Context: an optimization exercise on an open-source flow, tuned for a short achievable clock period and few clock cycles. The choices shown serve that exercise and are no tape-out recipe.
The RTL was checked by simulation tests, not by an equivalence proof against the original design.
Power and IR drop assume default switching activity.

===== run.sh =====
#!/bin/bash
# synth_recipe.tcl (not shown) runs the flow's synth.tcl, then flattens the netlist and writes it again
# the make line also repeats each setting of config.mk as NAME=value (left out here)
make -C /OpenROAD-flow-scripts/flow DESIGN_CONFIG=/design/flow/config.mk WORK_HOME=/design/flow/orfs CLKGATE_MAP_FILE= SYNTH_SCRIPT=/design/flow/synth_recipe.tcl finish

===== config.mk =====
export PLATFORM = sky130hd
export DESIGN_NAME = cpu
export DESIGN_NICKNAME = cpu
export VERILOG_FILES = /design/flow/design.v
export SDC_FILE = /design/flow/constraint.sdc
export NUM_CORES = 4
export LEC_CHECK = 0
export ABC_CLOCK_PERIOD_IN_PS = 4000
export CAP_MARGIN = 20
export CORE_MARGIN = 2
export CORE_UTILIZATION = 20
export SETUP_SLACK_MARGIN = 5
export SLEW_MARGIN = 20

===== constraint.sdc =====
create_clock -name core_clock -period 10.0 [get_ports {clk}]
set_input_delay 2.0000 -clock core_clock [delete_from_list [all_inputs] [get_ports {clk}]]
set_output_delay 2.0000 -clock core_clock [all_outputs]
set_load 0.01 [all_outputs]

===== design.v =====
`timescale 1ns / 1ps
module reg_file (
    input  clk, reset,
    input  wen0,
    input  [2:0] AdrWrite0,
    input  [31:0] DATA0,
    input  wenP,
    input  [2:0] AdrWriteP,
    input  [31:0] DATAP,
    input  wen1,
    input  [2:0] AdrWrite1,
    input  [31:0] DATA1,
    input  [2:0] AdrA0,
    input  [2:0] AdrB0,
    input  [2:0] AdrA1,
    input  [2:0] AdrB1,
    input  [2:0] AdrF,
    input  [2:0] AdrDbg,
    output [31:0] OperandA0,
    output [31:0] OperandB0,
    output [31:0] OperandA1,
    output [31:0] OperandB1,
    output [31:0] OperandF,
    output [31:0] OperandDbg
    );
    reg [31:0] GPR [2:7];
    function [31:0] rd;
        input [2:0] a;
        begin
            if (a == 3'd0)
                rd = 32'd0;
            else if (a == 3'd1)
                rd = 32'd1;
            else
                rd = GPR[a];
        end
    endfunction
    integer i;
    always @(posedge clk)
        for (i = 2; i < 8; i = i + 1)
            if (reset)
                GPR[i] <= 32'd0;
            else if (wen1 && AdrWrite1 == i)
                GPR[i] <= DATA1;
            else if (wen0 && AdrWrite0 == i)
                GPR[i] <= DATA0;
            else if (wenP && AdrWriteP == i)
                GPR[i] <= DATAP;
    assign OperandA0 = rd(AdrA0);
    assign OperandB0 = rd(AdrB0);
    assign OperandA1 = rd(AdrA1);
    assign OperandB1 = rd(AdrB1);
    assign OperandF = rd(AdrF);
    assign OperandDbg = rd(AdrDbg);
endmodule
`timescale 1ns / 1ps
module cpu(
    input clk, reset,
    output [5:0] imem_addr,
    input [38:0] imem_data,
    output reg halted,
    input [6:0] dbg_addr,
    output [31:0] dbg_data
    );
localparam NOP = 0, INCR = 1, LTR = 2, NTR = 3, LTM = 4, SUB = 5, JLZ = 6, PTR = 7, SWP = 8, JMP = 9, HLT = 15;
reg [5:0] pc;
reg [5:0] pc1, pc2;       
assign imem_addr = pc;
reg [38:0] ir0;           
reg [9:0]  ir1;           
reg        chk;           
reg [5:0]  jt, jt1, jt2;  
reg [4:0]  xo, xe;        
reg        x0;            
reg lz;
wire [3:0] op0 = ir0[38:35];
wire [2:0] a10 = ir0[34:32];
wire [2:0] a20 = ir0[31:29];
wire [31:0] lit = ir0[31:0];
wire [3:0] op1 = ir1[9:6];
wire [2:0] a11 = ir1[5:3];
wire [2:0] a21 = ir1[2:0];
wire [31:0] ra0, rb0, ra1, rb1, rdbg;
reg        wen0, wenp, wen1;
reg  [2:0] wa0, wap, wa1;
reg [31:0] wd0, wdp, wd1;
wire [31:0] fr;
wire [2:0] fa1;
reg_file GPR (
    .clk(clk), .reset(reset),
    .wen0(wen0), .AdrWrite0(wa0), .DATA0(wd0),
    .wenP(wenp), .AdrWriteP(wap), .DATAP(wdp),
    .wen1(wen1), .AdrWrite1(wa1), .DATA1(wd1),
    .AdrA0(a10), .AdrB0(a20), .AdrA1(a11), .AdrB1(a21), .AdrF(fa1), .AdrDbg(dbg_addr[2:0]),
    .OperandA0(ra0), .OperandB0(rb0), .OperandA1(ra1), .OperandB1(rb1), .OperandF(fr), .OperandDbg(rdbg)
);
wire [32:0] diff0 = {1'b0, ra0} - {1'b0, rb0};
wire [32:0] diff1 = {1'b0, ra1} - {1'b0, rb1};
reg [31:0] mem [0:63];
wire [4:0] rxo = halted ? dbg_addr[5:1] : xo;
wire [4:0] rxe = halted ? dbg_addr[5:1] : xe;
wire [31:0] me = mem[{rxe, 1'b0}];
wire [31:0] mo = mem[{rxo, 1'b1}];
wire [31:0] m0 = x0 ? mo : me;    
wire [31:0] m1 = x0 ? me : mo;    
wire [31:0] wd_even = (op0 == LTM) ? lit : mo;
wire [31:0] wd_odd  = (op0 == LTM) ? lit : me;
wire wr_even = (op0 == LTM && !x0) || op0 == SWP;
wire wr_odd  = (op0 == LTM && x0) || op0 == SWP;
integer i;
always @(posedge clk)
    if (!reset)
        for (i = 0; i < 32; i = i + 1) begin
            if (wr_even && xe == i)
                mem[2 * i] <= wd_even;
            if (wr_odd && xo == i)
                mem[2 * i + 1] <= wd_odd;
        end
always @(*) begin
    wen0 = 1'b0; wa0 = a10; wd0 = lit;
    wenp = 1'b0; wap = a20 + 3'd1; wdp = m1;
    case (op0)
        INCR: begin wen0 = 1'b1; wd0 = ra0 + 32'd1; end
        LTR:  begin wen0 = 1'b1; wd0 = lit; end
        NTR:  begin wen0 = 1'b1; wd0 = 32'd0; end
        SUB:  begin wen0 = 1'b1; wa0 = 3'd4; wd0 = diff0[31:0]; end
        PTR:  begin wen0 = 1'b1; wa0 = a20; wd0 = m0; wenp = 1'b1; end
        default: ;
    endcase
    wen1 = 1'b0; wa1 = a11; wd1 = ra1 + 32'd1;
    case (op1)
        INCR: begin wen1 = 1'b1; end
        NTR:  begin wen1 = 1'b1; wd1 = 32'd0; end
        SUB:  begin wen1 = 1'b1; wa1 = 3'd4; wd1 = diff1[31:0]; end
        default: ;
    endcase
end
wire lz_new = (op1 == SUB) ? diff1[32] : (op0 == SUB) ? diff0[32] : lz;
wire redirect = chk && !lz_new;
always @(posedge clk)
    if (reset)
        lz <= 1'b0;
    else
        lz <= lz_new;
reg [5:0] e0_lo, e1_lo;
always @(*) begin
    case (op0)
        INCR:    e0_lo = ra0[5:0] + 6'd1;
        LTR:     e0_lo = lit[5:0];
        SUB:     e0_lo = ra0[5:0] - rb0[5:0];
        default: e0_lo = 6'd0;
    endcase
    case (op1)
        INCR:    e1_lo = ra1[5:0] + 6'd1;
        SUB:     e1_lo = ra1[5:0] - rb1[5:0];
        default: e1_lo = 6'd0;
    endcase
end
wire e0_w = (op0 == INCR || op0 == LTR || op0 == NTR || op0 == SUB);
wire [2:0] e0_r = (op0 == SUB) ? 3'd4 : a10;
wire e1_w = (op1 == INCR || op1 == NTR || op1 == SUB);
wire [2:0] e1_r = (op1 == SUB) ? 3'd4 : a11;
reg [9:0] cw [0:63];
reg [63:0] cv;
wire [9:0] c1 = cw[pc1];
wire [9:0] c2 = cw[pc2];
wire v1 = cv[pc1];
wire v2 = cv[pc2];
always @(posedge clk)
    if (reset)
        cv <= 64'd0;
    else if (!halted) begin
        cv[pc] <= 1'b1;
        cw[pc] <= imem_data[38:29];
    end
wire [3:0] fop = imem_data[38:35];
assign     fa1 = imem_data[34:32];
wire [2:0] fa2 = imem_data[31:29];
wire [5:0] fja = imem_data[34:29];
wire f_br  = (fop == JMP) || (fop == JLZ);
wire f_hlt = (fop == HLT);
wire f_sub = (fop == SUB);
wire f_mem = (fop == LTM) || (fop == PTR) || (fop == SWP);
wire fa1_rw = fa1[2:1] != 2'b00;
wire stall = f_mem && fa1_rw && op0 == PTR && (a20 == fa1 || a20 + 3'd1 == fa1);
wire [5:0] fx = (fa1_rw && e1_w && e1_r == fa1) ? e1_lo :
                (fa1_rw && e0_w && e0_r == fa1) ? e0_lo :
                fr[5:0];
wire       fwa_v = (fop == INCR || fop == LTR || fop == NTR || fop == SUB || fop == PTR);
wire [2:0] fwa   = f_sub ? 3'd4 : (fop == PTR) ? fa2 : fa1;
wire       fwb_v = (fop == PTR);
wire [2:0] fwb   = fa2 + 3'd1;
wire [3:0] c1op = c1[9:6];
wire [2:0] c1a1 = c1[5:3];
wire [2:0] c1a2 = c1[2:0];
wire c1_alu = (c1op == NOP) || (c1op == INCR) || (c1op == NTR) || (c1op == SUB) ||
              (c1op >= 4'd10 && c1op <= 4'd14);
wire c1_ra = (c1op == INCR) || (c1op == SUB);
wire c1_rb = (c1op == SUB);
wire hz_a = c1_ra && c1a1[2:1] != 2'b00 && ((fwa_v && fwa == c1a1) || (fwb_v && fwb == c1a1));
wire hz_b = c1_rb && c1a2[2:1] != 2'b00 && ((fwa_v && fwa == c1a2) || (fwb_v && fwb == c1a2));
wire pair = v1 && c1_alu && !hz_a && !hz_b && !f_br && !f_hlt;
wire [9:0] bw = pair ? c2 : c1;
wire       bv = pair ? v2 : v1;
wire [3:0] bop = bw[9:6];
wire [5:0] bja = bw[5:0];
wire [5:0] bnext = pair ? pc2 + 6'd1 : pc2;    
wire fold = bv && (bop == JMP || bop == JLZ) && !f_br && !f_hlt;
wire g_sub = f_sub || (pair && c1op == SUB);
reg [5:0] npc;
always @(*) begin
    if (f_hlt || stall)
        npc = pc;
    else if (f_br)
        npc = (fop == JMP || !lz_new) ? fja : pc1;
    else if (fold) begin
        if (bop == JMP)
            npc = bja;
        else if (g_sub)
            npc = bnext;
        else
            npc = lz_new ? bnext : bja;
    end else
        npc = pair ? pc2 : pc1;
end
always @(posedge clk)
    if (reset) begin
        pc <= 6'd0;
        pc1 <= 6'd1;
        pc2 <= 6'd2;
    end else if (!halted) begin
        pc <= redirect ? jt : npc;
        pc1 <= redirect ? jt1 : npc + 6'd1;
        pc2 <= redirect ? jt2 : npc + 6'd2;
    end
always @(posedge clk)
    if (reset) begin
        ir0 <= 39'd0;
        ir1 <= 10'd0;
        chk <= 1'b0;
        halted <= 1'b0;
    end else if (halted || redirect || stall) begin
        ir0 <= 39'd0;
        ir1 <= 10'd0;
        chk <= 1'b0;
    end else begin
        ir0 <= (f_br || f_hlt) ? 39'd0 : imem_data;
        ir1 <= pair ? c1 : 10'd0;
        chk <= fold && bop == JLZ && g_sub;
        if (f_hlt)
            halted <= 1'b1;
    end
always @(posedge clk) begin
    jt <= bja;
    jt1 <= bja + 6'd1;
    jt2 <= bja + 6'd2;
    xo <= fx[5:1];
    xe <= fx[5:1] + {4'd0, fx[0]};
    x0 <= fx[0];
end
assign dbg_data = dbg_addr[6] ? (dbg_addr[0] ? mo : me) : rdbg;
endmodule

==> results.txt <==
==> power by group <==
part | leakage, nW | switching, mW | total (mW) | internal, mW
Sequential | 27.3 | 0.271 | 15.0 | 14.8
Clock | 4.85 | 5.23 | 11.7 | 6.51
Combinational | 24.9 | 4.94 | 7.61 | 2.67
Total | 57.0 | 10.4 | 34.4 | 24.0
==> sequential cells by signal, indices dropped and copies added, names as in the netlist, named ones only <==
name and cells:
mem 2048, cw 640, GPR.GPR 192, cv 64
ir0 39, ir1 10, jt1 6, jt2 6
pc1 6, pc 6, jt 5, pc2 5
xe 5, xo 5, chk 1, halted 1
lz 1, x0 1
==> through the flow <==
stage	setup WS, ns	power (mW)
2_1_floorplan	3.81	18.7
3_3_place_gp	0.612	21.3
3_5_place_dp	0.549	21.4
4_1_cts	2.97	33.7
5_1_grt	2.92	35.1
6_report	2.88	34.4
==> timing repair <==
action | 4_1_cts | 5_1_grt
cloned | 30 | 9
pin swaps | 299 | 372
endpoints found under the hold margin | 0 | 0
buffers inserted | 462 | 158
endpoints found under the setup margin | 2376 | 306
resized for setup | 1044 | 501
==> placed cells by master (no fill, tap or decap), types with 53 or more instances in the layout <==
master     count
nand2_1      542
a222oi_1      93
buf_6        201
o21ai_0      216
a21oi_1      260
o21ai_1       77
a31oi_1       56
nand2b_1      57
mux4_2       411
inv_1         74
mux2_2        83
xnor2_1       86
nand4_1      143
clkbuf_1      65
a22o_1       250
buf_12       143
o211ai_1      78
nor2_1       750
a211oi_1      62
clkbuf_16    326
ha_1          75
a22oi_1      589
nor2_4        91
a221oi_1     124
mux2i_1      290
edfxtp_1    2688
a221oi_2     128
dfxtp_1      341
a221oi_4      53
buf_4        729
nand3_1      179
nor3_1        85
==> worst max-delay path, cell delays in order <==
cell and delay, ns:
buf_6 0.12, nand3b_1 0.12, buf_6 0.15, buf_6 0.14, a221oi_4 0.07, buf_4 0.17, clkbuf_16 0.18, a22o_1 0.23
a221oi_2 0.25, nand4_1 0.26, nor3_4 0.46, buf_6 0.17, a21oi_4 0.07, mux2i_4 0.35, o21ai_4 0.16, buf_6 0.18
==> per-layer routing <==
layer,up-vias,part of all wire (%),routed length (µm),track usage (%)
met3,2239,15,93300,5.99
li1,41600,-,-,-
met4,22,7.4,44600,9.09
met2,9304,42,253000,24.1
met1,53400,35,213000,20.5
met5,-,0.022,133,0
==> worst max path at each step <==
stage	start	to	slack [ns]	cells after the start
after global placement	dbg_addr[5]	dbg_data[5]	0.61	14
after global routing	dbg_addr[2]	dbg_data[25]	2.92	16
final	dbg_addr[4]	dbg_data[5]	2.88	16
after detailed placement	dbg_addr[5]	dbg_data[5]	0.55	14
after floorplan	dbg_addr[2]	dbg_data[30]	3.81	11
after CTS	dbg_addr[2]	dbg_data[5]	2.97	16
==> area by class of cell <==
type,count,share of cell area (%)
sequential,3053,50.1
clock buffer,396,4.76
antenna,30,0.0427
multi-input combinational,6053,30.1
inverter,86,0.204
tap,9180,6.53
timing repair buffer,1211,7.31
clock inverter,157,0.906
==> logic make-up after synthesis <==
| family | synth area share [%] |
|---|---|
| compound gates | 13.7 |
| simple gates | 7.88 |
| flops | 64.1 |
| fa+ha+maj | 0.905 |
| xor+xnor | 0.950 |
| buf+inv | 2.40 |
| mux | 10.1 |
==> results.toml <==
[min_path]
min_path_type = "reg -> reg"
min_to = "cv[35]"
hold_depth = 2
hp-start = "cv[35]"

[power_and_ir_drop]
p_per_area_nw_per_um2 = 196
ir_worst_vdd_mv = 0.150
p_leak_nw = 57.0

[synth]
synth_fp_nets = 10000
synth_ff_type = "edfxtp_1"
synth-seq-cells = 3053
syn_area_um2 = 137000
ys_seq_area_share_pct = 64.1
async_reset_ff_share_pct = 0
ys.warnings.count = 68
synthTopCellsByArea = "edfxtp_1 59%, mux4_2 6.7%, dfxtp_1 5.3%"
synth_top_area_cell = "edfxtp_1"
yosysMostFrequentCell = "edfxtp_1"
netlist.area_leader.share_pct = 58.8
synth_commonest_cells = "2688 x edfxtp_1, 891 x nor2_1, 629 x a22oi_1"
ys_types = 93
syn_avg_cell_area_um2 = 13.9
syn_inst = 9902
synth_edf_count = 2688

[finish]
fin_area_um2 = 176000
fillCellCount = 69700
nNetsFinal = 10900
fin_util_pct = 25.7
multi_input_area_um2 = 53000
final-instance-count-excl-fill = 20200
drive_above_1_share_pct = 29.0
syn_to_final_growth_pct = 28.0
register_area_um2 = 88100

[critical_path]
worstPathRequired_ns = 8.00
rr_worst_depth = 25
criticalPathCategory = "in -> out"
worst-path-max-fanout = 9
start_kind = "primary input"
r2r_slack_ns = 3.32
end_kind = "output pin"
r2r_start = "ir0[30]"
cp.arrival_ns = 5.12

[sta]
drv_slew = 0
max_freq_mhz = 141
max_slew.worst_pin.slew_ns = 1.32
slew_headroom_pct = 9.31
fin_skew_ns = 0.156
rsz0062_at_grt = "true"
min_period_ns = 7.12
whs_ns = 0.488
finalSetupTns_ns = 0
post-route-period-util_pct = 71.2
setup_viol = 0
hold_violations = 0

[route]
wl_per_cell_um = 30.0
ant_nets = 0
num_vias = 107000
via_per_inst = 5.28
drtPass1Iterations = 10
drt-initial-drc-count = 19500
wirelength_mm = 604
drc = 0

[clock_tree]
htree_levels = 5
cts_sinks = 3053
cts_buffer_depth = 4
hold_buffers = 0
cts_tree = "built"
root_buffer = "clkbuf_16"
clock_latency_ns = 1.02
cts_buffers = 312
path_clk_slew_ns = 0.06

[global_routing]
gr-total-overflow = 0
gr-usage-all-layers_pct = 16.3
grt_pass1_wl_mm = 808
grt_pass1_vias = 99000
antenna_found_initial = 41
grt_max_degree = 92

[place]
numPortBuffers = 86
place_congestion = 0.960
hpwl_mm = 354
placed_area_um2 = 153000
post-place-cells = 18900

[floorplan]
start_util_pct = 20.1
ioPinCount = 87
dieArea_um2 = 694000
die_h_um = 833
coreArea_um2 = 685000
num_rows = 304
die_x_um = 833

[status]
outcome = "timing/DRC/antenna clean"

[job]
maxCapViolations = 0
Testbench counts, summed over its fixed seeds: cycles 38,212.

## static timing again, ports no longer ideal
How much do the figures lean on ideal ports? The routed layout below was timed once more, with nothing changed but the port constraints. Step 1 (the two cells are an assumption about what drives the block):
set clk [get_ports {clk}]
set_driving_cell -lib_cell sky130_fd_sc_hd__clkbuf_16 $clk
set_driving_cell -lib_cell sky130_fd_sc_hd__buf_2 [delete_from_list [all_inputs] $clk]
Step 2 adds t to the input delays and takes it off the output delays; t is the mean of the earliest and latest rising clock arrival at the registers after step 1. Input paths then give back, and output paths get back, about the clock's delay inside the block. Slacks: ideal / step 1 / step 2; pairs: ideal / step 1.
t (ns): 1.033
setup slack, ns: 2.884 / 2.572 / 2.572
hold slack, ns: 0.488 / 0.488 / 0.488
worst register clock-pin slew, ns: 0.07 / 0.07
worst slew at a driven data input, ns: 0.39
After both steps this run still meets setup and hold. The setup slack of this run moves by -0.312 ns with the drivers and by -0.312 ns with both steps.
